This is an optimization exercise on Yosys and OpenROAD, whose aim is small area and a short achievable clock period, not a production implementation.
Only simulation tests tie the RTL to the original design; equivalence was not proved.
Power and IR drop assume default switching activity.

==> flow/design.v (outline; a module is shown in full before it is edited, if it fits) <==
// module alu: 256 lines
// module regfile: 53 lines
// module decode: 1751 lines
// module gb80_cpu: 291 lines
// module rn_decode: 50 lines
// module register: 20 lines
// module nobus_buffer: 28 lines
// module hram: 23 lines
module gb80_cpu(
   F_data, A_data, instruction, IF_data,
   IE_data, regs_data, mem_we_l, mem_re_l, halt, debug_halt,
   cpu_addr_out, data_out,
   data_in,
   IF_in, IE_in, IF_load, IE_load, cpu_mem_disable, clock, reset,
   bp_addr, bp_step, bp_continue, ext_halt
   );
  // ...
==> flow/run.sh <==
#!/bin/bash
# synth_recipe.tcl (not shown) runs the flow's synth.tcl, then flattens the netlist and writes it again
# the make line also repeats each setting of config.mk as NAME=value (left out here)
make -C /OpenROAD-flow-scripts/flow DESIGN_CONFIG=/design/flow/config.mk WORK_HOME=/design/flow/orfs CLKGATE_MAP_FILE= SYNTH_SCRIPT=/design/flow/synth_recipe.tcl finish
==> flow/config.mk <==
export PLATFORM = sky130hd
export DESIGN_NAME = gb80_cpu
export DESIGN_NICKNAME = gb80_cpu
export VERILOG_FILES = /design/flow/design.v
export SDC_FILE = /design/flow/constraint.sdc
export NUM_CORES = 4
export LEC_CHECK = 0
export CAP_MARGIN = 20
export CORE_MARGIN = 2
export CORE_UTILIZATION = 40
export PLACE_DENSITY = 0.55
export SLEW_MARGIN = 20
==> flow/constraint.sdc <==
create_clock -name core_clock -period 10.0 [get_ports {clock}]
set_input_delay 2.0000 -clock core_clock [delete_from_list [all_inputs] [get_ports {clock}]]
set_output_delay 2.0000 -clock core_clock [all_outputs]
set_load 0.01 [all_outputs]
==> summary.txt, run 1 <==
Run status
  • Outcome: complete, no violations

CTS
  • CTS root buffer: clkbuf_16
  • CTS tree: done
  • Clock slew at reported path FFs: 0.07 ns
  • CTS buffer count: 134
  • CTS resizes: 3
  • Worst skew pair latency: 0.82 ns

Logic synthesis
  • Mean Syn Cell Area: 9.051 um2
  • Ys flop type: dfstp_2
  • Post-synthesis cell type count: 134
  • Synthesized area: 63670 um2

Routing
  • DR vias: 66670
  • Detailed Route Iter0 Violations: 10470
  • Routed wl met3: 55930 um

Global route
  • First-pass GRT wire length: 519400 um
  • Vias in the first global route: 61620
  • Largest net degree at the start of global routing: 160
  • Met2 usage: 60.36%

Power
  • P_clk: 5060 uW
  • Comb pwr: 8010 uW

Finish
  • Seq_cells: 1180
  • Most frequent cells in the layout: 1418 x nand2_1, 1183 x o21ai_0, 804 x buf_4, 796 x dfstp_2, 383 x dfrtp_1
  • Share of cells above drive strength 1: 27.39%
  • Flip-flop count of the largest register after layout: 1016
  • Multi-input combinational area share: 40.40%
  • Repair and plain buffers: 1016
  • Largest regs: high_mmmod.data (1016), gb80_regfile.mem (80), addr_buf.q (16)
  • Clock Buffer Count: 202

Worst setup path
  • Worst Setup SP: inst_reg.q[6]$_DFFE_PP0P_
  • Worst setup EP type: register
  • Crit-path max FO: 12

Timing
  • Slew Viols, Final: 0
  • Total negative slack: 0 ns
  • Final worst slack: 0.2134 ns
  • Max_slew headroom: 14.01%
  • Post-route clock period utilization: 97.87%
  • Final hold slack: 0.4761 ns

Hold path
  • Hold Crit Class: register to register

Floorplanning
  • Die boundary width: 403.0 um

Place
  • GP Congestion: 1.101
==> module gb80_cpu, before the edit <==
module gb80_cpu(
   F_data, A_data, instruction, IF_data,
   IE_data, regs_data, mem_we_l, mem_re_l, halt, debug_halt,
   cpu_addr_out, data_out,
   data_in,
   IF_in, IE_in, IF_load, IE_load, cpu_mem_disable, clock, reset,
   bp_addr, bp_step, bp_continue, ext_halt
   );
   output wire [15:0] cpu_addr_out;
   output wire [7:0]  data_out;
   input [7:0]        data_in;
   output wire [7:0] F_data;
   output wire [7:0] A_data, instruction;
   output wire [79:0] regs_data;
   output wire [4:0] IF_data, IE_data;
   output wire  mem_we_l, mem_re_l;
   output wire  halt;
   output wire  debug_halt;
   input [4:0]  IF_in, IE_in;
   input        IF_load, IE_load;
   input        cpu_mem_disable;
   input        clock, reset, ext_halt;
   input [15:0] bp_addr;
   input        bp_step, bp_continue;
   parameter
     F_Z = 3, F_N = 2, F_H = 1, F_C = 0,
     I_HILO = 4, I_SERIAL = 3, I_TIMA = 2, I_LCDC = 1, I_VBLANK = 0;
   wire [15:0]  addr_bus;
   wire [7:0]   data_bus;
   wire         bp_pc;
   assign bp_pc = regs_data[15:0] == bp_addr;
   wire        addr_buf_load_ext, addr_buf_write_ext;
   wire        data_buf_load_ext, data_buf_write_ext;
   wire [7:0]   data_ext_out, data_ext_in;
   wire [15:0]  addr_ext_out, addr_ext_in;
	assign cpu_addr_out = addr_ext_out; 
   wire         high_mem = (16'hff80 <= addr_ext_out) & 
                (addr_ext_out <= 16'hfffe); 
   wire [7:0]   high_mem_data, high_mem_rdata;
   wire [15:0]  high_mem_addr;
   assign high_mem_addr = addr_ext_out - 16'hff80;
   assign high_mem_data = (data_buf_write_ext & high_mem) ? data_ext_out :
                          high_mem_rdata;
   assign data_ext_in = (high_mem) ? high_mem_data :
                        (cpu_mem_disable) ? 8'h0 : data_in;
   assign addr_ext_in = 16'h0;
   assign data_out = data_ext_out;
   hram #(127) high_mmmod(.rdata(high_mem_rdata),
                          .wdata(high_mem_data),
                          .addr(high_mem_addr[6:0]),
                          .mem_we(addr_buf_write_ext & high_mem & ~ext_halt),
                          .reset(reset),
                          .clock(clock));
   wire [7:0]    temp1_data, temp0_data;
   wire [4:0]   IF_in_l, IE_in_l;
   wire         IME_data;
   wire         IE_load_l;
   reg [4:0]   interrupt_mask;  
   reg [2:0]   interrupt_sel;  
   reg [3:0]   interrupt_addr_bits;  
   wire         IF_load_l;  
   wire         interrupt_data_gate;  
   wire         interrupt;  
   assign interrupt = ~((IF_data & IE_data) == 5'd0);
   assign IF_in_l = (IF_load_l) ? IF_in | (IF_data & interrupt_mask) : IF_in;
   assign IE_load_l = (~mem_we_l) ? addr_ext_out == 16'hffff : 1'b0;
   assign IE_in_l = (IE_load_l) ? data_ext_out[4:0] : IE_in;
   always @(*) begin
      casex (IF_data & IE_data)
        5'bxx_xx1: begin
           interrupt_sel = 3'd0;
           interrupt_mask = 5'b11_110;
        end
        5'bxx_x10: begin
           interrupt_sel = 3'd1;
           interrupt_mask = 5'b11_101;
        end
        5'bxx_100: begin
           interrupt_sel = 3'd2;
           interrupt_mask = 5'b11_011;
        end
        5'bx1_000: begin
           interrupt_sel = 3'd3;
           interrupt_mask = 5'b10_111;
        end
        5'b10_000: begin
           interrupt_sel = 3'd4;
           interrupt_mask = 5'b01_111;
        end
        5'b00_000: begin
           interrupt_sel = 3'd0;
           interrupt_mask = 5'b11_111;
        end
      endcase  
      case (interrupt_sel)
        3'd0: interrupt_addr_bits = 4'b1000;
        3'd1: interrupt_addr_bits = 4'b1001;
        3'd2: interrupt_addr_bits = 4'b1010;
        3'd3: interrupt_addr_bits = 4'b1011;
        3'd4: interrupt_addr_bits = 4'b1100;
        default: interrupt_addr_bits = 4'd0;
      endcase  
   end
   wire [7:0]   alu_data_out;
   reg [7:0]    alu_data1_in, alu_data0_in;
   wire [3:0]   alu_flags_in, alu_flags_out;
   assign alu_flags_in = F_data[7:4];
   wire [15:0]  regfile_data_out, regfile_data_addr;
   wire [7:0]   regfile_data_in;
   wire        addr_buf_load, addr_buf_write;
   wire        data_buf_load, data_buf_write;
   assign mem_we_l = ~(data_buf_write_ext & ~high_mem & ~cpu_mem_disable & ~ext_halt);
   assign mem_re_l = ~(data_buf_load_ext & ~high_mem & ~cpu_mem_disable & ~ext_halt);
   wire        inst_reg_load, A_load, F_load, temp1_load, temp0_load;
   wire        IME_set, IME_reset;
   wire        regfile_data_gate, A_data_gate, F_data_gate, regfile_addr_gate;
   wire        alu_data_gate;
   wire [1:0]  alu_data1_in_sel, alu_data0_in_sel;
   wire        addr_ff00_sel;
   wire [4:0]  alu_op;
   wire [1:0]  alu_size;
   wire [4:0]  regfile_rn_in, regfile_rn_out;
   wire        regfile_we, regfile_change16, regfile_inc, regfile_jp_hl;
   reg         taken;
   wire [3:0]  flags;
   assign flags = F_data[7:4];
   always @(*) begin
      case (instruction[4:3])
        2'b00: taken = ~flags[F_Z];
        2'b01: taken = flags[F_Z];
        2'b10: taken = ~flags[F_C];
        2'b11: taken = flags[F_C];
      endcase
   end
   assign regfile_data_addr = (addr_ff00_sel) ? {8'hff, regfile_data_out[7:0]} :
                              regfile_data_out;
   always @(*) begin
      case (alu_data0_in_sel)
         2'd0: alu_data0_in = data_bus_src;
         2'd1: alu_data0_in = temp0_data;
         2'd2: alu_data0_in = {2'd0, instruction[5:3], 3'd0};
         2'd3: alu_data0_in = (temp0_data[7]) ? 8'hff : 8'h00;
      endcase
   end
   always @(*) begin
      case (alu_data1_in_sel)
        2'd0: alu_data1_in = A_data;
        2'd1: alu_data1_in = data_bus_src;
        2'd2: alu_data1_in = regfile_data_out;
        2'd3: alu_data1_in = temp1_data;
      endcase
   end
   assign regfile_data_in = data_bus;
   nobus_buffer #(8, 0) data_buf(.bus_in(data_bus),
                                 .bus_out(data_buf_q),
                                 .bus_ext_out(data_ext_out),
                                 .bus_ext_in(data_ext_in),
                                 .bus_read(data_buf_load & ~ext_halt),
                                 .bus_write(data_buf_write),
                                 .bus_ext_read(data_buf_load_ext & ~ext_halt),
                                 .clock(clock),
                                 .reset(reset));
   nobus_buffer #(16, 0) addr_buf(.bus_in(addr_bus),
                                  .bus_out(addr_buf_q),
                                  .bus_ext_out(addr_ext_out),
                                  .bus_ext_in(addr_ext_in),
                                  .bus_read(addr_buf_load & ~ext_halt),
                                  .bus_write(addr_buf_write),
                                  .bus_ext_read(addr_buf_load_ext & ~ext_halt),
                                  .clock(clock),
                                  .reset(reset));
   register #(8, 0) inst_reg(.q(instruction),
                             .d(data_bus),
                             .load(inst_reg_load & ~ext_halt),
                             .clock(clock),
                             .reset(reset));
   register #(8, 8'h11) A_reg(.q(A_data),
                          .d(alu_data_out),
                          .load(A_load & ~ext_halt),
                          .clock(clock),
                          .reset(reset));
   register #(8, 8'hB0) F_reg(.q(F_data),
                          .d({alu_flags_out, 4'b0}),
                          .load(F_load & ~ext_halt),
                          .clock(clock),
                          .reset(reset));
   register #(8, 0) temp1_reg(.q(temp1_data),
                              .d(data_bus),
                              .load(temp1_load & ~ext_halt),
                              .clock(clock),
                              .reset(reset));
   register #(8, 0) temp0_reg(.q(temp0_data),
                              .d(data_bus),
                              .load(temp0_load & ~ext_halt),
                              .clock(clock),
                              .reset(reset));
   register #(5, 0) IF_reg(.q(IF_data),
                           .d(IF_in_l),
                           .load(IF_load_l | IF_load),
                           .clock(clock),
                           .reset(reset));
   register #(5, 0) IE_reg(.q(IE_data),
                           .d(IE_in_l),
                           .load((IE_load_l | IE_load) & ~ext_halt),
                           .clock(clock),
                           .reset(reset));
   register #(1, 1) IME_reg(.q(IME_data),
                            .d(IME_set),
                            .load((IME_set | IME_reset) & ~ext_halt),
                            .clock(clock),
                            .reset(reset));
   wire [7:0]   data_buf_q;
   wire [15:0]  addr_buf_q;
   wire [7:0]   data_bus_src;
   assign data_bus_src = ({8{data_buf_write}} & data_buf_q) |
                         ({8{regfile_data_gate}} & regfile_data_out[7:0]) |
                         ({8{A_data_gate}} & A_data) |
                         ({8{F_data_gate}} & F_data) |
                         ({8{interrupt_data_gate}} &
                          {1'd0, interrupt_addr_bits, 3'd0});
   assign data_bus = data_bus_src | ({8{alu_data_gate}} & alu_data_out);
   assign addr_bus = ({16{addr_buf_write}} & addr_buf_q) |
                     ({16{regfile_addr_gate}} & regfile_data_addr[15:0]);
   alu gb80_alu( 
                .alu_data_out           (alu_data_out[7:0]),
                .alu_flags_out          (alu_flags_out[3:0]),
                .alu_data0_in           (alu_data0_in[7:0]),
                .alu_data1_in           (alu_data1_in[7:0]),
                .alu_op                 (alu_op[4:0]),
                .alu_flags_in           (alu_flags_in[3:0]),
                .alu_size               (alu_size[1:0]));
   regfile gb80_regfile( 
                        .regs_data      (regs_data[79:0]),
                        .regfile_data_out(regfile_data_out[15:0]),
                        .regfile_data_in(regfile_data_in[7:0]),
                        .regfile_rn_in  (regfile_rn_in[4:0]),
                        .regfile_rn_out (regfile_rn_out[4:0]),
                        .regfile_we     (regfile_we & ~ext_halt),
                        .regfile_change16(regfile_change16),
                        .regfile_inc    (regfile_inc),
                        .regfile_jp_hl  (regfile_jp_hl),
                        .reset          (reset),
                        .clock          (clock),
                        .halt           (halt));
   decode gb80_decode( 
                      .regfile_rn_in    (regfile_rn_in[4:0]),
                      .regfile_rn_out   (regfile_rn_out[4:0]),
                      .regfile_we       (regfile_we),
                      .regfile_change16 (regfile_change16),
                      .regfile_inc      (regfile_inc),
                      .regfile_jp_hl    (regfile_jp_hl),
                      .addr_buf_load    (addr_buf_load),
                      .addr_buf_write   (addr_buf_write),
                      .data_buf_load    (data_buf_load),
                      .data_buf_write   (data_buf_write),
                      .addr_buf_load_ext(addr_buf_load_ext),
                      .addr_buf_write_ext(addr_buf_write_ext),
                      .data_buf_load_ext(data_buf_load_ext),
                      .data_buf_write_ext(data_buf_write_ext),
                      .inst_reg_load    (inst_reg_load),
                      .A_load           (A_load),
                      .F_load           (F_load),
                      .temp1_load       (temp1_load),
                      .temp0_load       (temp0_load),
                      .IF_load_l        (IF_load_l),
                      .IME_set          (IME_set),
                      .IME_reset        (IME_reset),
                      .regfile_data_gate(regfile_data_gate),
                      .A_data_gate      (A_data_gate),
                      .F_data_gate      (F_data_gate),
                      .alu_data_gate    (alu_data_gate),
                      .regfile_addr_gate(regfile_addr_gate),
                      .interrupt_data_gate(interrupt_data_gate),
                      .alu_data1_in_sel (alu_data1_in_sel[1:0]),
                      .alu_data0_in_sel (alu_data0_in_sel[1:0]),
                      .addr_ff00_sel    (addr_ff00_sel),
                      .alu_op           (alu_op[4:0]),
                      .alu_size         (alu_size[1:0]),
                      .halt             (halt),
                      .ext_halt         (ext_halt),
                      .debug_halt       (debug_halt),
                      .bp_step          (bp_step),
                      .bp_continue      (bp_continue),
                      .bp_pc            (bp_pc), 
                      .instruction      (instruction[7:0]),
                      .taken            (taken),
                      .interrupt        (interrupt),
                      .IME_data         (IME_data),
                      .clock            (clock),
                      .reset            (reset));
endmodule  
==> module hram, before the edit <==
module hram(
   rdata,
   wdata, addr, mem_we, reset, clock
   );
   parameter size = 127;  
   output wire [7:0] rdata;
   input [7:0]       wdata;
   input [6:0]       addr;
   input             mem_we;
   input             reset, clock;
   reg [7:0]         data[0:size-1];
   integer           i;
   always @(posedge clock or posedge reset) begin
      if (reset) begin
         for (i = 0; i < size; i = i + 1) begin
            data[i] <= 8'hee;
         end
      end else if (mem_we && addr < size) begin
         data[addr] <= wdata;
      end
   end
   assign rdata = (addr < size) ? data[addr] : 8'h00;
endmodule
==> run 2: changes to the inputs <==
--- a/flow/design.v
+++ b/flow/design.v
@@ -318,17 +318,17 @@
    regfile_rn_in, regfile_rn_out, regfile_we, regfile_change16,
    regfile_inc, regfile_jp_hl, addr_buf_load, addr_buf_write,
    data_buf_load, data_buf_write, addr_buf_load_ext,
    addr_buf_write_ext, data_buf_load_ext, data_buf_write_ext,
    inst_reg_load, A_load, F_load, temp1_load, temp0_load, IF_load_l,
    IME_set, IME_reset, regfile_data_gate, A_data_gate, F_data_gate,
    alu_data_gate, regfile_addr_gate, interrupt_data_gate,
    alu_data1_in_sel, alu_data0_in_sel, addr_ff00_sel, alu_op,
-   alu_size, halt, debug_halt,
+   alu_size, halt, debug_halt, bp_hit,
    bp_step, bp_continue, bp_pc, instruction, taken, interrupt,
    IME_data, clock, reset, ext_halt
    );
    parameter
      F_Z = 3, F_N = 2, F_H = 1, F_C = 0;
    output wire [4:0]  regfile_rn_in, regfile_rn_out;
    output wire        regfile_we;
    output wire        regfile_change16, regfile_inc;
@@ -341,18 +341,19 @@
    output reg         IF_load_l, IME_set, IME_reset;
    output reg         regfile_data_gate, A_data_gate, F_data_gate;
    output reg         alu_data_gate;
    output reg         regfile_addr_gate, interrupt_data_gate;
    output reg [1:0]   alu_data1_in_sel, alu_data0_in_sel;
    output reg         addr_ff00_sel;
    output reg [4:0]   alu_op;
    output reg [1:0]   alu_size;
-   output reg         halt;
-   output reg         debug_halt;        
+   output wire        halt;
+   output reg         debug_halt;
+   output wire        bp_hit;        
    input              bp_step, bp_continue, bp_pc;
    input [7:0]        instruction;
    input              taken, interrupt, IME_data;
    input              clock, reset;
    input              ext_halt;
    reg                 next_debug_halt;
    reg                step_inst, next_step_inst;
    reg                step_pressed, next_step_pressed;
@@ -385,16 +386,19 @@
                              .hi(rn16_out_hi),
                              .lo(rn16_out_lo));
    reg                regfile_change16_l, regfile_inc_l, regfile_inc_pc;
    reg                regfile_we_l;
    assign rn_in_inter = (regfile_inc_pc) ? 5'b10_100 : rn_in;
    assign regfile_we = regfile_inc_pc | regfile_we_l;
    assign regfile_change16 = regfile_inc_pc | regfile_change16_l;
    assign regfile_inc = regfile_inc_pc | regfile_inc_l;
+   reg                halt_d;
+   assign halt = ext_halt ? halted : halt_d;
+   assign bp_hit = (cycle == 5'd0) & bp_pc & ~debug_halt;
    wire [5:0]         next_cycle_high;
    assign next_cycle_high = {1'b0, cycle} + 6'b1;
    always @(posedge clock or posedge reset) begin
       if (reset) begin
          cycle <= 5'd0;
          cb <= 1'b0;
          branch_taken <= 1'b0;
          halted <= 1'd0;
@@ -404,17 +408,17 @@
          step_pressed <= 1'b0;
          continue_pressed <= 1'b0;
       end else if (ext_halt) begin
       end else begin
          cycle <= next_cycle;
          cb <= next_cb;
          branch_taken <= next_branch_taken;
          interrupt_handle <= next_interrupt_handle;
-         halted <= halt;
+         halted <= halt_d;
          debug_halt <= next_debug_halt;
          step_inst <= next_step_inst;
          step_pressed <= next_step_pressed;
          continue_pressed <= next_continue_pressed;
       end
    end
    always @(*) begin
       {regfile_we_l, regfile_change16_l, regfile_inc_l, regfile_inc_pc} = 4'd0;
@@ -436,31 +440,28 @@
       next_branch_taken = branch_taken;
       rn_in = 5'b11_111;
       rn_out = 5'b11_111;
       nin_rn_in = 3'd0;
       nin_rn_out = 3'd0;
       {rn16_in, rn16_out} = 2'd0;
       {rn16_in_hi, rn16_in_lo, rn16_out_hi, rn16_out_lo} = 4'd0;
       {IF_load_l, interrupt_data_gate, IME_set, IME_reset} = 4'd0;
-      halt = halted;
+      halt_d = halted;
       next_step_pressed = step_pressed | bp_step;
       next_continue_pressed = continue_pressed | bp_continue;
       next_debug_halt = debug_halt;
       next_step_inst = step_inst;
-      if (cycle == 5'd0 & bp_pc & ~debug_halt & ~ext_halt) begin
-         m_cycles = 4'd1;
-         next_debug_halt = 1'b1;
-      end else if (ext_halt | ( debug_halt & ~step_inst)) begin
+      if (debug_halt & ~step_inst) begin
          m_cycles = 4'd1;
       end else if (~debug_halt & interrupt & IME_data & cycle == 5'd0) begin
          m_cycles = 4'd5;
          next_interrupt_handle = 1'b1;
          if (halted) begin
-            halt = 1'b0;
+            halt_d = 1'b0;
          end
          IME_reset = 1'b1;
          regfile_we_l = 1'b1;
          regfile_change16_l = 1'b1;
          regfile_inc_l = 1'b0;
          rn_in = 5'b10_011;
          interrupt_data_gate = 1'b1;
          temp1_load = 1'b1;
@@ -522,26 +523,26 @@
               data_buf_write = 1'b1;
               regfile_we_l = 1'b1;
               rn_in = 5'b00_100;
               IF_load_l = 1'b1;
            end
          endcase
       end else if ((halted) & ~(~IME_data & interrupt)) begin
          m_cycles = 4'd1;
-         halt = 1'b1;
+         halt_d = 1'b1;
       end else if (cycle == 5'd0) begin
          m_cycles = 4'd1;
          rn_out = 5'b10_100;
          regfile_addr_gate = 1'b1;
          addr_buf_load = 1'b1;
       end else if (cycle == 5'd1) begin
          m_cycles = 4'd1;
          if (halted & ~IME_data & interrupt) begin
-            halt = 1'b0;
+            halt_d = 1'b0;
          end else begin
             regfile_inc_pc = 1'b1;
          end
          addr_buf_write_ext = 1'b1;
          data_buf_load_ext = 1'b1;
       end else if (cycle == 5'd2) begin
          m_cycles = 4'd1;
          data_buf_write = 1'b1;
@@ -561,17 +562,17 @@
          inst_reg_load = 1'b1;
       end
       else if (~cb) begin
          casex (instruction)
            8'b0: begin
               m_cycles = 4'd1;
            end
            8'b01_110_110: begin
-              halt = 1'b1;
+              halt_d = 1'b1;
            end
            8'b01_xxx_xxx: begin
               if (instruction[2:0] == 3'b110) begin
                  m_cycles = 4'd2;
                  case (cycle)
                    5'd3: begin
                       rn_out = 5'b10_010;
                       regfile_addr_gate = 1'b1;
@@ -2038,16 +2039,24 @@
                          end
                       end
                    end
                  endcase
               end  
            end  
          endcase  
       end  
+      if (bp_hit) begin
+         m_cycles = 4'd1;
+         next_debug_halt = 1'b1;
+         next_interrupt_handle = interrupt_handle;
+         next_branch_taken = branch_taken;
+         next_cb = cb;
+         halt_d = halted;
+      end
       if (next_cycle_high[5:2] == m_cycles) begin
          next_cycle = 5'b0;
          next_cb = 1'b0;
          next_interrupt_handle = 1'b0;
          next_branch_taken = 1'b0;
          if (step_pressed | bp_step) begin
             next_step_inst = 1'b1;
          end else begin
@@ -2100,43 +2109,42 @@
    assign bp_pc = regs_data[15:0] == bp_addr;
    wire        addr_buf_load_ext, addr_buf_write_ext;
    wire        data_buf_load_ext, data_buf_write_ext;
    wire [7:0]   data_ext_out, data_ext_in;
    wire [15:0]  addr_ext_out, addr_ext_in;
 	assign cpu_addr_out = addr_ext_out; 
    wire         high_mem = (16'hff80 <= addr_ext_out) & 
                 (addr_ext_out <= 16'hfffe); 
-   wire [7:0]   high_mem_data, high_mem_rdata;
-   wire [15:0]  high_mem_addr;
-   assign high_mem_addr = addr_ext_out - 16'hff80;
-   assign high_mem_data = (data_buf_write_ext & high_mem) ? data_ext_out :
-                          high_mem_rdata;
-   assign data_ext_in = (high_mem) ? high_mem_data :
+   wire         bp_hit;
+   wire         kill = ext_halt | bp_hit;
+   wire [7:0]   high_mem_rdata;
+   assign data_ext_in = (high_mem) ? high_mem_rdata :
                         (cpu_mem_disable) ? 8'h0 : data_in;
    assign addr_ext_in = 16'h0;
    assign data_out = data_ext_out;
    hram #(127) high_mmmod(.rdata(high_mem_rdata),
-                          .wdata(high_mem_data),
-                          .addr(high_mem_addr[6:0]),
-                          .mem_we(addr_buf_write_ext & high_mem & ~ext_halt),
+                          .wdata(data_ext_out),
+                          .addr(addr_ext_out[6:0]),
+                          .mem_we(addr_buf_write_ext & data_buf_write_ext &
+                                  high_mem & ~kill),
                           .reset(reset),
                           .clock(clock));
    wire [7:0]    temp1_data, temp0_data;
    wire [4:0]   IF_in_l, IE_in_l;
    wire         IME_data;
    wire         IE_load_l;
    reg [4:0]   interrupt_mask;  
    reg [2:0]   interrupt_sel;  
    reg [3:0]   interrupt_addr_bits;  
    wire         IF_load_l;  
    wire         interrupt_data_gate;  
    wire         interrupt;  
    assign interrupt = ~((IF_data & IE_data) == 5'd0);
-   assign IF_in_l = (IF_load_l) ? IF_in | (IF_data & interrupt_mask) : IF_in;
+   assign IF_in_l = (IF_load_l & ~kill) ? IF_in | (IF_data & interrupt_mask) : IF_in;
    assign IE_load_l = (~mem_we_l) ? addr_ext_out == 16'hffff : 1'b0;
    assign IE_in_l = (IE_load_l) ? data_ext_out[4:0] : IE_in;
    always @(*) begin
       casex (IF_data & IE_data)
         5'bxx_xx1: begin
            interrupt_sel = 3'd0;
            interrupt_mask = 5'b11_110;
         end
@@ -2173,18 +2181,18 @@
    wire [7:0]   alu_data_out;
    reg [7:0]    alu_data1_in, alu_data0_in;
    wire [3:0]   alu_flags_in, alu_flags_out;
    assign alu_flags_in = F_data[7:4];
    wire [15:0]  regfile_data_out, regfile_data_addr;
    wire [7:0]   regfile_data_in;
    wire        addr_buf_load, addr_buf_write;
    wire        data_buf_load, data_buf_write;
-   assign mem_we_l = ~(data_buf_write_ext & ~high_mem & ~cpu_mem_disable & ~ext_halt);
-   assign mem_re_l = ~(data_buf_load_ext & ~high_mem & ~cpu_mem_disable & ~ext_halt);
+   assign mem_we_l = ~(data_buf_write_ext & ~high_mem & ~cpu_mem_disable & ~kill);
+   assign mem_re_l = ~(data_buf_load_ext & ~high_mem & ~cpu_mem_disable & ~kill);
    wire        inst_reg_load, A_load, F_load, temp1_load, temp0_load;
    wire        IME_set, IME_reset;
    wire        regfile_data_gate, A_data_gate, F_data_gate, regfile_addr_gate;
    wire        alu_data_gate;
    wire [1:0]  alu_data1_in_sel, alu_data0_in_sel;
    wire        addr_ff00_sel;
    wire [4:0]  alu_op;
    wire [1:0]  alu_size;
@@ -2219,68 +2227,68 @@
         2'd3: alu_data1_in = temp1_data;
       endcase
    end
    assign regfile_data_in = data_bus;
    nobus_buffer #(8, 0) data_buf(.bus_in(data_bus),
                                  .bus_out(data_buf_q),
                                  .bus_ext_out(data_ext_out),
                                  .bus_ext_in(data_ext_in),
-                                 .bus_read(data_buf_load & ~ext_halt),
+                                 .bus_read(data_buf_load & ~kill),
                                  .bus_write(data_buf_write),
-                                 .bus_ext_read(data_buf_load_ext & ~ext_halt),
+                                 .bus_ext_read(data_buf_load_ext & ~kill),
                                  .clock(clock),
                                  .reset(reset));
    nobus_buffer #(16, 0) addr_buf(.bus_in(addr_bus),
                                   .bus_out(addr_buf_q),
                                   .bus_ext_out(addr_ext_out),
                                   .bus_ext_in(addr_ext_in),
-                                  .bus_read(addr_buf_load & ~ext_halt),
+                                  .bus_read(addr_buf_load & ~kill),
                                   .bus_write(addr_buf_write),
-                                  .bus_ext_read(addr_buf_load_ext & ~ext_halt),
+                                  .bus_ext_read(addr_buf_load_ext & ~kill),
                                   .clock(clock),
                                   .reset(reset));
    register #(8, 0) inst_reg(.q(instruction),
                              .d(data_bus),
-                             .load(inst_reg_load & ~ext_halt),
+                             .load(inst_reg_load & ~kill),
                              .clock(clock),
                              .reset(reset));
    register #(8, 8'h11) A_reg(.q(A_data),
                           .d(alu_data_out),
-                          .load(A_load & ~ext_halt),
+                          .load(A_load & ~kill),
                           .clock(clock),
                           .reset(reset));
    register #(8, 8'hB0) F_reg(.q(F_data),
                           .d({alu_flags_out, 4'b0}),
-                          .load(F_load & ~ext_halt),
+                          .load(F_load & ~kill),
                           .clock(clock),
                           .reset(reset));
    register #(8, 0) temp1_reg(.q(temp1_data),
                               .d(data_bus),
-                              .load(temp1_load & ~ext_halt),
+                              .load(temp1_load & ~kill),
                               .clock(clock),
                               .reset(reset));
    register #(8, 0) temp0_reg(.q(temp0_data),
                               .d(data_bus),
-                              .load(temp0_load & ~ext_halt),
+                              .load(temp0_load & ~kill),
                               .clock(clock),
                               .reset(reset));
    register #(5, 0) IF_reg(.q(IF_data),
                            .d(IF_in_l),
-                           .load(IF_load_l | IF_load),
+                           .load((IF_load_l & ~kill) | IF_load),
                            .clock(clock),
                            .reset(reset));
    register #(5, 0) IE_reg(.q(IE_data),
                            .d(IE_in_l),
                            .load((IE_load_l | IE_load) & ~ext_halt),
                            .clock(clock),
                            .reset(reset));
    register #(1, 1) IME_reg(.q(IME_data),
                             .d(IME_set),
-                            .load((IME_set | IME_reset) & ~ext_halt),
+                            .load((IME_set | IME_reset) & ~kill),
                             .clock(clock),
                             .reset(reset));
    wire [7:0]   data_buf_q;
    wire [15:0]  addr_buf_q;
    wire [7:0]   data_bus_src;
    assign data_bus_src = ({8{data_buf_write}} & data_buf_q) |
                          ({8{regfile_data_gate}} & regfile_data_out[7:0]) |
                          ({8{A_data_gate}} & A_data) |
@@ -2299,17 +2307,17 @@
                 .alu_flags_in           (alu_flags_in[3:0]),
                 .alu_size               (alu_size[1:0]));
    regfile gb80_regfile( 
                         .regs_data      (regs_data[79:0]),
                         .regfile_data_out(regfile_data_out[15:0]),
                         .regfile_data_in(regfile_data_in[7:0]),
                         .regfile_rn_in  (regfile_rn_in[4:0]),
                         .regfile_rn_out (regfile_rn_out[4:0]),
-                        .regfile_we     (regfile_we & ~ext_halt),
+                        .regfile_we     (regfile_we & ~kill),
                         .regfile_change16(regfile_change16),
                         .regfile_inc    (regfile_inc),
                         .regfile_jp_hl  (regfile_jp_hl),
                         .reset          (reset),
                         .clock          (clock),
                         .halt           (halt));
    decode gb80_decode( 
                       .regfile_rn_in    (regfile_rn_in[4:0]),
@@ -2343,16 +2351,17 @@
                       .alu_data1_in_sel (alu_data1_in_sel[1:0]),
                       .alu_data0_in_sel (alu_data0_in_sel[1:0]),
                       .addr_ff00_sel    (addr_ff00_sel),
                       .alu_op           (alu_op[4:0]),
                       .alu_size         (alu_size[1:0]),
                       .halt             (halt),
                       .ext_halt         (ext_halt),
                       .debug_halt       (debug_halt),
+                      .bp_hit           (bp_hit),
                       .bp_step          (bp_step),
                       .bp_continue      (bp_continue),
                       .bp_pc            (bp_pc), 
                       .instruction      (instruction[7:0]),
                       .taken            (taken),
                       .interrupt        (interrupt),
                       .IME_data         (IME_data),
                       .clock            (clock),
@@ -2462,20 +2471,23 @@
    );
    parameter size = 127;  
    output wire [7:0] rdata;
    input [7:0]       wdata;
    input [6:0]       addr;
    input             mem_we;
    input             reset, clock;
    reg [7:0]         data[0:size-1];
-   integer           i;
+   reg [size-1:0]    written;
+   always @(posedge clock) begin
+      if (mem_we) begin
+         data[addr] <= wdata;
+      end
+   end
    always @(posedge clock or posedge reset) begin
       if (reset) begin
-         for (i = 0; i < size; i = i + 1) begin
-            data[i] <= 8'hee;
-         end
-      end else if (mem_we && addr < size) begin
-         data[addr] <= wdata;
+         written <= {size{1'b0}};
+      end else if (mem_we) begin
+         written[addr] <= 1'b1;
       end
    end
-   assign rdata = (addr < size) ? data[addr] : 8'h00;
+   assign rdata = written[addr] ? data[addr] : 8'hee;
 endmodule
--- a/flow/config.mk
+++ b/flow/config.mk
@@ -4,9 +4,10 @@
 export VERILOG_FILES = /design/flow/design.v
 export SDC_FILE = /design/flow/constraint.sdc
 export NUM_CORES = 4
 export LEC_CHECK = 0
 export CAP_MARGIN = 20
 export CORE_MARGIN = 2
 export CORE_UTILIZATION = 40
 export PLACE_DENSITY = 0.55
+export SETUP_SLACK_MARGIN = 1.5
 export SLEW_MARGIN = 20
==> run 2 against run 1 <==
Register-to-register slack gained 0.95 ns. Sequential power grew 33%. Critical path depth shrank 5. Critical endpoint is now gb80_regfile.mem[2][14]$_DFFE_PP0P_. Worst setup slack gained 0.95 ns. Still clean. Clock power grew 5.7%. Critical path type unchanged. Maximum frequency grew 11%. Total power grew 32%. Via count shrank 22%. Synthesized cell count shrank 25%. Highest routed layer unchanged. First-iteration DRC count shrank 42%.
==> summary.txt, run 2 <==
Routing
  • Detailed Route Iter0 Violations: 6069 (-42%)
  • Number of remaining DRC errors: 0
  • 1st-pass router iterations: 6
  • WL/cell: 37.41 um
  • Post-Route WL: 297200 um
  • DR vias: 52330 (-22%)
  • Vias/cell: 6.588
  • DRT antenna net count: 0

Timing
  • F_max: 0.1131 GHz
  • Max_slew headroom: 15.69% (+1.7 points)
  • Unrepaired setup endpoints after global routing: yes
  • Post-route clock period utilization: 88.42% (-9.5 points)
  • Fin crit period: 8.842 ns
  • Fin Clk Skew: 0.07095 ns
  • Final worst slack: 1.158 ns (+0.9451 ns)
  • Final hold viol count: 0
  • Slew Viols, Final: 0 (unchanged)
  • # setup viols final: 0
  • Worst-Margin Slew: 1.261 ns

Worst setup path
  • Launching element type of the critical path: register
  • CP Data Arrival Time: 9.51 ns
  • Worst setup EP type: register
  • Crit path kind: register to register
  • Crit-path max FO: 19 (+7)
  • Most used cell, CP: a21oi_2
  • CP required: 10.67 ns
  • Crit path largest cell delay: 0.67 ns
  • CP max-delay cell: or4_4

Global route
  • GRT Total Usage: 35.99%
  • Initial antenna violation count: 13
  • Grt ovf: 0
  • Largest net degree at the start of global routing: 118 (-26%)
  • Vias in the first global route: 50530 (-18%)
  • First-pass GRT wire length: 411900 um (-21%)

Power
  • Net Sw Frac: 44.34%
  • Psw: 10750 uW
  • Int Pwr: 13500 uW
  • PD cells: 316.3 nW/um2
  • LEAKAGE: 0.02662 uW
  • Max rail drop VDD: 0.2596 mV
  • Seq pwr share: 29.0%
  • Power Total: 24250 uW
  • Clock network fraction of design power: 22.1%
  • Part of the power in combinational logic: 48.9%

Finish
  • Commonest non-fill, non-tap cell in the layout: edfxtp_1
  • Flip-flop count of the largest register after layout: 1016 (unchanged)
  • # fillers: 14230
  • Area growth syn-to-layout: 20.74%
  • Largest regs: high_mmmod.data (1016), high_mmmod.written (127), gb80_regfile.mem (80)
  • Most frequent cells in the layout: 1016 x edfxtp_1, 456 x buf_4, 395 x a22oi_1, 375 x nand2_1, 365 x nor2_1
  • Share of cells above drive strength 1: 20.24% (-7.2 points)
  • Biggest register: high_mmmod.data
  • Nets: 5862

Logic synthesis
  • Post-Synthesis Cells: 5289
  • Number of enable flip-flop cells after synthesis: 1016
  • FF+latch count, synth: 1307
  • Post-synthesis cell type count: 131 (-2.2%)
  • Post-synth top cells: 1016 x edfxtp_1, 398 x a22oi_1, 390 x nand2_1, 381 x nor2_1, 257 x dfrtp_1
  • Cell taking the most area after synthesis: edfxtp_1
  • Mean Syn Cell Area: 12.01 um2 (+33%)
  • Post-synth ARST share: 22.26%
  • Synthesized area: 63500 um2 (-0.27%)
  • Most common cell in the synthesized netlist: edfxtp_1
  • Yosys top cell area share: 48.05%
  • Ys flop type: edfxtp_1
  • Largest cells by area after synthesis: edfxtp_1 48%, dfrtp_1 10%, a22oi_1 4.7%
  • Synthesis Warnings: 14
  • Sequential fraction of the synthesis area: 59.58%

CTS
  • Clock slew at reported path FFs: 0.07 ns (about the same)
  • CTS buffer count: 143 (+6.7%)
  • CTS root buffer: clkbuf_16
  • H-tree Lvls: 4
  • Worst skew pair latency: 0.82 ns (about the same)
  • Bufs on Longest Clock Path: 3
  • CTS Sinks: 1307
  • Hold_buf cts: 0
  • CTS tree: done

Floorplanning
  • Die area: 161900 um2
  • Site row count: 146
  • Initial core utilization: 40.18%
  • Die boundary width: 402.4 um (-0.13%)
  • Die Height: 402.4 um
  • Ports: 184
  • Core Area: 158000 um2

Place
  • GP Congestion: 1.039 (-5.6%)
  • PortBufs: 179
  • Dpl hpwl: 208500 um
  • Dpl ws: 0.004613 ns

Run status
  • Outcome: complete, no violations

Run
  • Max Cap Viol: 0

Hold path
  • Hold Crit Class: register to register
[run 2: cell types whose count changed after synthesis, moves of 29 or more]
cell,before,now
nand2_1,1420,390
edfxtp_1,0,1016
o21ai_0,1184,226
dfstp_2,796,34
a22oi_1,246,398
dfrtp_1,384,257
o21bai_1,11,127
clkbuf_1,366,254
a22o_1,175,100
a221oi_1,159,106
buf_1,12,49
nor4_1,77,48
[run 2: cell type report]
| class | count | area [um2] | share of cell area (%) |
|---|---|---|---|
| Inverter | 92 | 352.8 | 0.4602 |
| Clock buffer | 178 | 3834 | 5.001 |
| Antenna cell | 5 | 12.51 | 0.01632 |
| Sequential cell | 1307 | 37900 | 49.44 |
| Tap cell | 2072 | 2592 | 3.382 |
| Timing Repair Buffer | 693 | 6097 | 7.953 |
| Multi-Input combinational cell | 3512 | 24990 | 32.59 |
| Clock inverter | 84 | 887.1 | 1.157 |
[run 2: critical path, delay by kind of cell (launching register included)]
kind / cells / cell delay, ns
AO/OA/AOI/OAI: 17 / 3.62
flip-flops: 1 / 0.48
AND/OR/NAND/NOR: 6 / 1.36
multiplexers: 2 / 0.59
buffers and inverters: 5 / 0.77
XOR/XNOR: 3 / 0.43
adder cells (fa/ha/maj): 4 / 1.40
[run 2: path summary, 6_finish.rpt]
check	start	end	slack (ns)	depth (start not counted)
max in group asynchronous	reset	data_buf.q[1]$_DFFE_PP0P_	6.37	4
max reg2reg	inst_reg.q[3]$_DFFE_PP0P_	gb80_regfile.mem[2][14]$_DFFE_PP0P_	1.16	37
min	high_mmmod.written[53]$_DFFE_PP0P_	high_mmmod.written[53]$_DFFE_PP0P_	0.47	1
min reg2reg	high_mmmod.written[53]$_DFFE_PP0P_	high_mmmod.written[53]$_DFFE_PP0P_	0.47	1
min in group asynchronous	reset	gb80_decode.cycle[0]$_DFFE_PP0N_	1.67	2
max	inst_reg.q[3]$_DFFE_PP0P_	gb80_regfile.mem[2][14]$_DFFE_PP0P_	1.16	37
[run 2: what timing repair did]
action | 4_1_cts | 5_1_grt
pin swaps | 67 | 26
cloned | 2 | 0
endpoints found under the setup margin | 91 | 82
setup buffers | 70 | 18
resized for setup | 166 | 111
[run 2: cell families after synthesis]
| logic type | share of synthesized area (%) |
|---|---|
| compound gates | 20.98 |
| xor+xnor | 1.001 |
| buf+inv | 3.060 |
| flops | 59.58 |
| other cells | 0.005906 |
| simple gates | 10.87 |
| mux | 3.023 |
| fa+ha+maj | 1.482 |
[run 2: through the flow]
step / TNS, ns / hold slack, ns / util, % / instances / area, um2
floorplan: 0 / 0.4312 / - / 5292 / 63590
global placement: -0.5216 / 0.4505 / 44.27 / 7583 / 69950
detailed placement: 0 / 0.4595 / 44.28 / 7585 / 69970
CTS: 0 / 0.4741 / 48.11 / 7919 / 76010
global route: 0 / 0.4837 / 48.51 / 7939 / 76650
finish: 0 / 0.4675 / 48.52 / 7943 / 76660
[run 2: power by group through the flow]
stage | Clock [uW] | Sequential (uW) | Combinational (uW)
after floorplan | 0 | 7150 | 5240
after global placement | 0 | 7130 | 10700
after detailed placement | 0 | 7140 | 10600
after CTS | 5400 | 7010 | 11200
after global routing | 5620 | 7030 | 12200
final | 5350 | 7040 | 11900
[run 2: routing by layer]
metal / share of wire [%] / vias to the layer above / GRT usage (%)
met5: 0.031 / - / 0
met3: 7.4 / 789 / 6.412
met4: 7.1 / 14 / 21.91
met1: 38 / 26820 / 45.08
li1: - / 21950 / -
met2: 47 / 2760 / 58.19

-- what the ideal ports hide --
In the flow no input, the clock included, has a driving cell. The finished layouts below were timed again as built, in two steps. Step 1 sets driving cells, clkbuf_16 on the clock port and buf_2 on the other inputs (assumed; they add their load-dependent delay and slew). Step 2, shift: input delay + t, output delay - t, t = (earliest + latest rising clock arrival at the registers) / 2. This alone moves slack from input paths to output paths. Slacks: ideal ports / drivers / drivers and shift; pairs: ideal ports / drivers.
| run | t, ns | setup slack, ns | worst setup path at the end |
|---|---|---|---|
| run 1 | 0.865 | 0.213 / 0.213 / -0.501 | input to register |
| run 2 | 0.873 | 1.158 / 1.158 / 1.158 | register to register |
Met with ideal ports but missed after step 2: setup timing in run 1. The setup slack of run 1, which loses most, moves by 0.000 ns with the drivers and by -0.714 ns with both steps.
